Source: an optimization exercise on an open RTL-to-GDS flow (aim: small area, a short achievable clock period and few clock cycles per item). Production flows keep margins and buffers that such runs may drop. Function was checked by simulation only, so behaviour that the tests miss may differ from the original. Power and IR drop assume default switching activity.

==> flow/design.v (excerpt) <==
module execution_unit_top (
    input        clk,
    input        rst,
    input        start,
    input  [3:0] opcode,
    input  [7:0] A,
    input  [7:0] B,
    output     [15:0] result,
    output reg        busy,
    output reg        done
);
Size: about 720 cells after synthesis, about 35 flip-flops.
==> module execution_unit_top, before the edit <==
module execution_unit_top (
    input        clk,
    input        rst,
    input        start,
    input  [3:0] opcode,
    input  [7:0] A,
    input  [7:0] B,
    output     [15:0] result,
    output reg        busy,
    output reg        done
);
    reg [15:0] R;        
    reg        addm;     
    reg  [7:0] X;        
    reg        sgn;      
    reg        isdiv;    
    reg  [2:0] cnt;      
    reg        bone;     
    reg        btwo;     
    reg        bneg;     
    function [9:0] cneg(input [9:0] x, input s);
        integer i;
        reg     nz;
        begin
            nz = 1'b0;
            for (i = 0; i < 10; i = i + 1) begin
                cneg[i] = x[i] ^ (s & nz);
                nz      = nz | x[i];
            end
        end
    endfunction
    function [2:0] booth(input q1, input q0, input qm);
        begin
            booth[2] = q0 ^ qm;
            booth[1] = (q1 & ~q0 & ~qm) | (~q1 & q0 & qm);
            booth[0] = q1 & ~(q0 & qm);
        end
    endfunction
    wire [7:0] bx   = B ^ {8{opcode[0]}};
    wire [4:0] slo  = {1'b0, A[3:0]} + {1'b0, bx[3:0]} + {4'd0, opcode[0]};
    wire [3:0] shi0 = A[7:4] + bx[7:4];
    wire [3:0] shi1 = A[7:4] + bx[7:4] + 4'd1;
    reg [15:0] alu;
    always @(*) begin
        case (opcode[2:0])
            3'd0, 3'd1: alu = {3'b000, slo[4], shi1, shi0, slo[3:0]};
            3'd2:       alu = {8'h00, A & B};
            3'd3:       alu = {8'h00, A | B};
            3'd4:       alu = {8'h00, A ^ B};
            3'd5:       alu = {8'h00, ~A};
            default:    alu = 16'h0000;
        endcase
    end
    wire [9:0]  mv   = B[0] ? {{2{A[7]}}, A} : B[1] ? {A[7], A, 1'b0} : 10'd0;
    wire [9:0]  mp   = cneg(mv, B[1]);
    wire [15:0] mul0 = {mp, B[7:2]};
    wire [7:0] ma  = cneg({2'b00, A}, A[7]);
    wire [7:0] mb  = cneg({2'b00, B}, B[7]);
    wire       bz  = (B == 8'h00);
    wire       b1  = (B == 8'h01) | (B == 8'hFF);
    wire       b2  = (B == 8'h02) | (B == 8'hFE);
    wire       q7  = bz | (b1 & ma[7]);
    wire       q6  = bz | (b1 & ma[6]) | (b2 & ma[7]);
    wire [1:0] r6  = b1 ? 2'b00 : b2 ? {1'b0, ma[6]} : ma[7:6];
    wire [15:0] div0 = {6'd0, r6, ma[5:0], q7, q6};
    wire       dshort = {1'b0, ma} < {mb, 1'b0};
    wire       dq1    = ma >= mb;
    wire [7:0] dquo   = {{7{dq1 & (A[7] ^ B[7])}}, dq1};
    wire       rneg = R[15];
    wire       xs   = X[7] & ~isdiv;
    wire [9:0] pp   = (btwo ? {X[7], X, 1'b0} : bone ? {xs, xs, X} : 10'd0)
                      ^ {10{bneg}};
    wire [9:0] op1  = isdiv ? {rneg, R[15:8], R[7]}
                            : {{2{rneg}}, R[15:8]};
    wire [9:0] s    = op1 + pp + {9'd0, bneg};
    wire        qb  = ~s[7] | ~|X;
    wire [7:0]  quo = cneg({2'b00, R[6:0], qb}, sgn);
    wire        last = isdiv ? (cnt == 3'd5) : (cnt == 3'd2);
    always @(posedge clk) begin
        addm <= ~busy & ~opcode[3] & ~opcode[2] & ~opcode[1];
        if (busy) begin
            cnt <= cnt + 3'd1;
            if (!isdiv) begin
                R                  <= {s, R[7:2]};
                {bone, btwo, bneg} <= booth(R[3], R[2], R[1]);
            end else begin
                R                  <= last ? {8'h00, quo}
                                           : {s[7:0], R[6:0], qb};
                {bone, btwo, bneg} <= {2'b10, qb};
            end
        end else begin
            cnt   <= 3'd0;
            isdiv <= opcode[0];
            if (!opcode[3]) begin
                R <= alu;
            end else if (!opcode[0]) begin
                R                  <= mul0;
                X                  <= A;
                {bone, btwo, bneg} <= booth(B[3], B[2], B[1]);
            end else begin
                R                  <= dshort ? {8'h00, dquo} : div0;
                X                  <= mb;
                sgn                <= A[7] ^ B[7];
                {bone, btwo, bneg} <= 3'b101;
            end
        end
    end
    always @(posedge clk) begin
        if (rst) begin
            busy <= 1'b0;
            done <= 1'b0;
        end else if (busy) begin
            busy <= ~last;
            done <= last;
        end else begin
            busy <= start & opcode[3] & ~(opcode[0] & dshort);
            done <= start & (~opcode[3] | (opcode[0] & dshort));
        end
    end
    wire hsel = addm & R[12];
    assign result = {R[15:8] & {8{~addm}},
                     hsel ? R[11:8] : R[7:4],
                     R[3:0]};
endmodule
==> flow/config.mk <==
export PLATFORM = sky130hd
export DESIGN_NAME = execution_unit_top
export DESIGN_NICKNAME = execution_unit_top
export VERILOG_FILES = /design/flow/design.v
export SDC_FILE = /design/flow/constraint.sdc
export NUM_CORES = 4
export LEC_CHECK = 0
export ABC_AREA = 1
export CAP_MARGIN = 20
export CORE_MARGIN = 2
export CORE_UTILIZATION = 40
export SETUP_SLACK_MARGIN = 3.0
export SLEW_MARGIN = 20
==> flow/constraint.sdc <==
create_clock -name core_clock -period 6.0 [get_ports {clk}]
set_input_delay 1.2000 -clock core_clock [delete_from_list [all_inputs] [get_ports {clk}]]
set_output_delay 1.2000 -clock core_clock [all_outputs]
set_load 0.01 [all_outputs]
standard.sh (not shown) runs the stock make flow with config.mk's settings and CLKGATE_MAP_FILE= SYNTH_SCRIPT=/design/flow/synth_recipe.tcl, a recipe that flattens the netlist after the stock synthesis.
==> flow/flow/run.sh <==
#!/bin/bash
# Layout flow: the standard ORFS flow (standard.sh), with two changes:
#  - no full/half-adder cell extraction in synthesis (ADDER_MAP_FILE empty),
#    so abc maps the adders together with the rest of the logic;
#  - the port buffers that global placement inserts are buf_2 cells.
# Each tool's output is in orfs/logs/ and the make output in flow_make.log.
set -euo pipefail
bash standard.sh finish ADDER_MAP_FILE= \
    "BUFFER_PORTS_ARGS=-buffer_cell sky130_fd_sc_hd__buf_2" \
    > flow_make.log 2>&1
Testbench counts at the start, summed over its fixed seeds: cycles 3,869, ops 2,400.
Then changed:
--- a/flow/design.v
+++ b/flow/design.v
@@ -12,4 +12,7 @@
     reg [15:0] R;        
     reg        addm;     
+    reg        dsh;      
+    reg        dq;       
+    reg        dqn;      
     reg  [7:0] X;        
     reg        sgn;      
@@ -52,7 +55,5 @@
         endcase
     end
-    wire [9:0]  mv   = B[0] ? {{2{A[7]}}, A} : B[1] ? {A[7], A, 1'b0} : 10'd0;
-    wire [9:0]  mp   = cneg(mv, B[1]);
-    wire [15:0] mul0 = {mp, B[7:2]};
+    wire [15:0] mul0 = {8'h00, B};
     wire [7:0] ma  = cneg({2'b00, A}, A[7]);
     wire [7:0] mb  = cneg({2'b00, B}, B[7]);
@@ -66,5 +67,4 @@
     wire       dshort = {1'b0, ma} < {mb, 1'b0};
     wire       dq1    = ma >= mb;
-    wire [7:0] dquo   = {{7{dq1 & (A[7] ^ B[7])}}, dq1};
     wire       rneg = R[15];
     wire       xs   = X[7] & ~isdiv;
@@ -76,7 +76,10 @@
     wire        qb  = ~s[7] | ~|X;
     wire [7:0]  quo = cneg({2'b00, R[6:0], qb}, sgn);
-    wire        last = isdiv ? (cnt == 3'd5) : (cnt == 3'd2);
+    wire        last = isdiv ? (cnt == 3'd5) : (cnt == 3'd3);
     always @(posedge clk) begin
         addm <= ~busy & ~opcode[3] & ~opcode[2] & ~opcode[1];
+        dsh  <= ~busy & opcode[3] & opcode[0] & dshort;
+        dq   <= dq1;
+        dqn  <= dq1 & (A[7] ^ B[7]);
         if (busy) begin
             cnt <= cnt + 3'd1;
@@ -97,7 +100,7 @@
                 R                  <= mul0;
                 X                  <= A;
-                {bone, btwo, bneg} <= booth(B[3], B[2], B[1]);
+                {bone, btwo, bneg} <= booth(B[1], B[0], 1'b0);
             end else begin
-                R                  <= dshort ? {8'h00, dquo} : div0;
+                R                  <= div0;
                 X                  <= mb;
                 sgn                <= A[7] ^ B[7];
@@ -119,6 +122,6 @@
     end
     wire hsel = addm & R[12];
-    assign result = {R[15:8] & {8{~addm}},
-                     hsel ? R[11:8] : R[7:4],
-                     R[3:0]};
+    assign result = {R[15:8] & {8{~(addm | dsh)}},
+                     dsh ? {4{dqn}} : hsel ? R[11:8] : R[7:4],
+                     dsh ? {dqn, dqn, dqn, dq} : R[3:0]};
 endmodule
Outcome: Total power drops by 13%; clock power drops by about 6%; utilization drops by 3.3 points; non-clock buffer count drops by 26; design area drops by 17%; die area drops by 11%.
Testbench counts after the change, summed over its fixed seeds: cycles 4,176, ops 2,400.

==> afterwards: timing with drivers on the ports <==
No port has a modelled driver above. Below, the same layouts with a new extraction and two added sets of constraints.
Step 1: set_driving_cell puts a clkbuf_16 on clk and a buf_2 on each other input, an assumption about the parent block.
Step 2 also shifts input and output timing later by t, the mid clock arrival at the registers, as if the neighbouring blocks saw the same clock.
a / b / c = ideal / step 1 / step 2; a / b = the first two.
run	shift t [ns]	setup WS [ns]	clock arrival spread, ns
the first run	0.325	2.967 / 2.942 / 2.618	0.019 / 0.019
the second run	0.321	3.146 / 3.158 / 2.838	0.013 / 0.013
After both steps setup and hold are still met in every run listed. The setup slack of the first run, which loses most, moves by -0.025 ns with the drivers and by -0.349 ns with both steps.
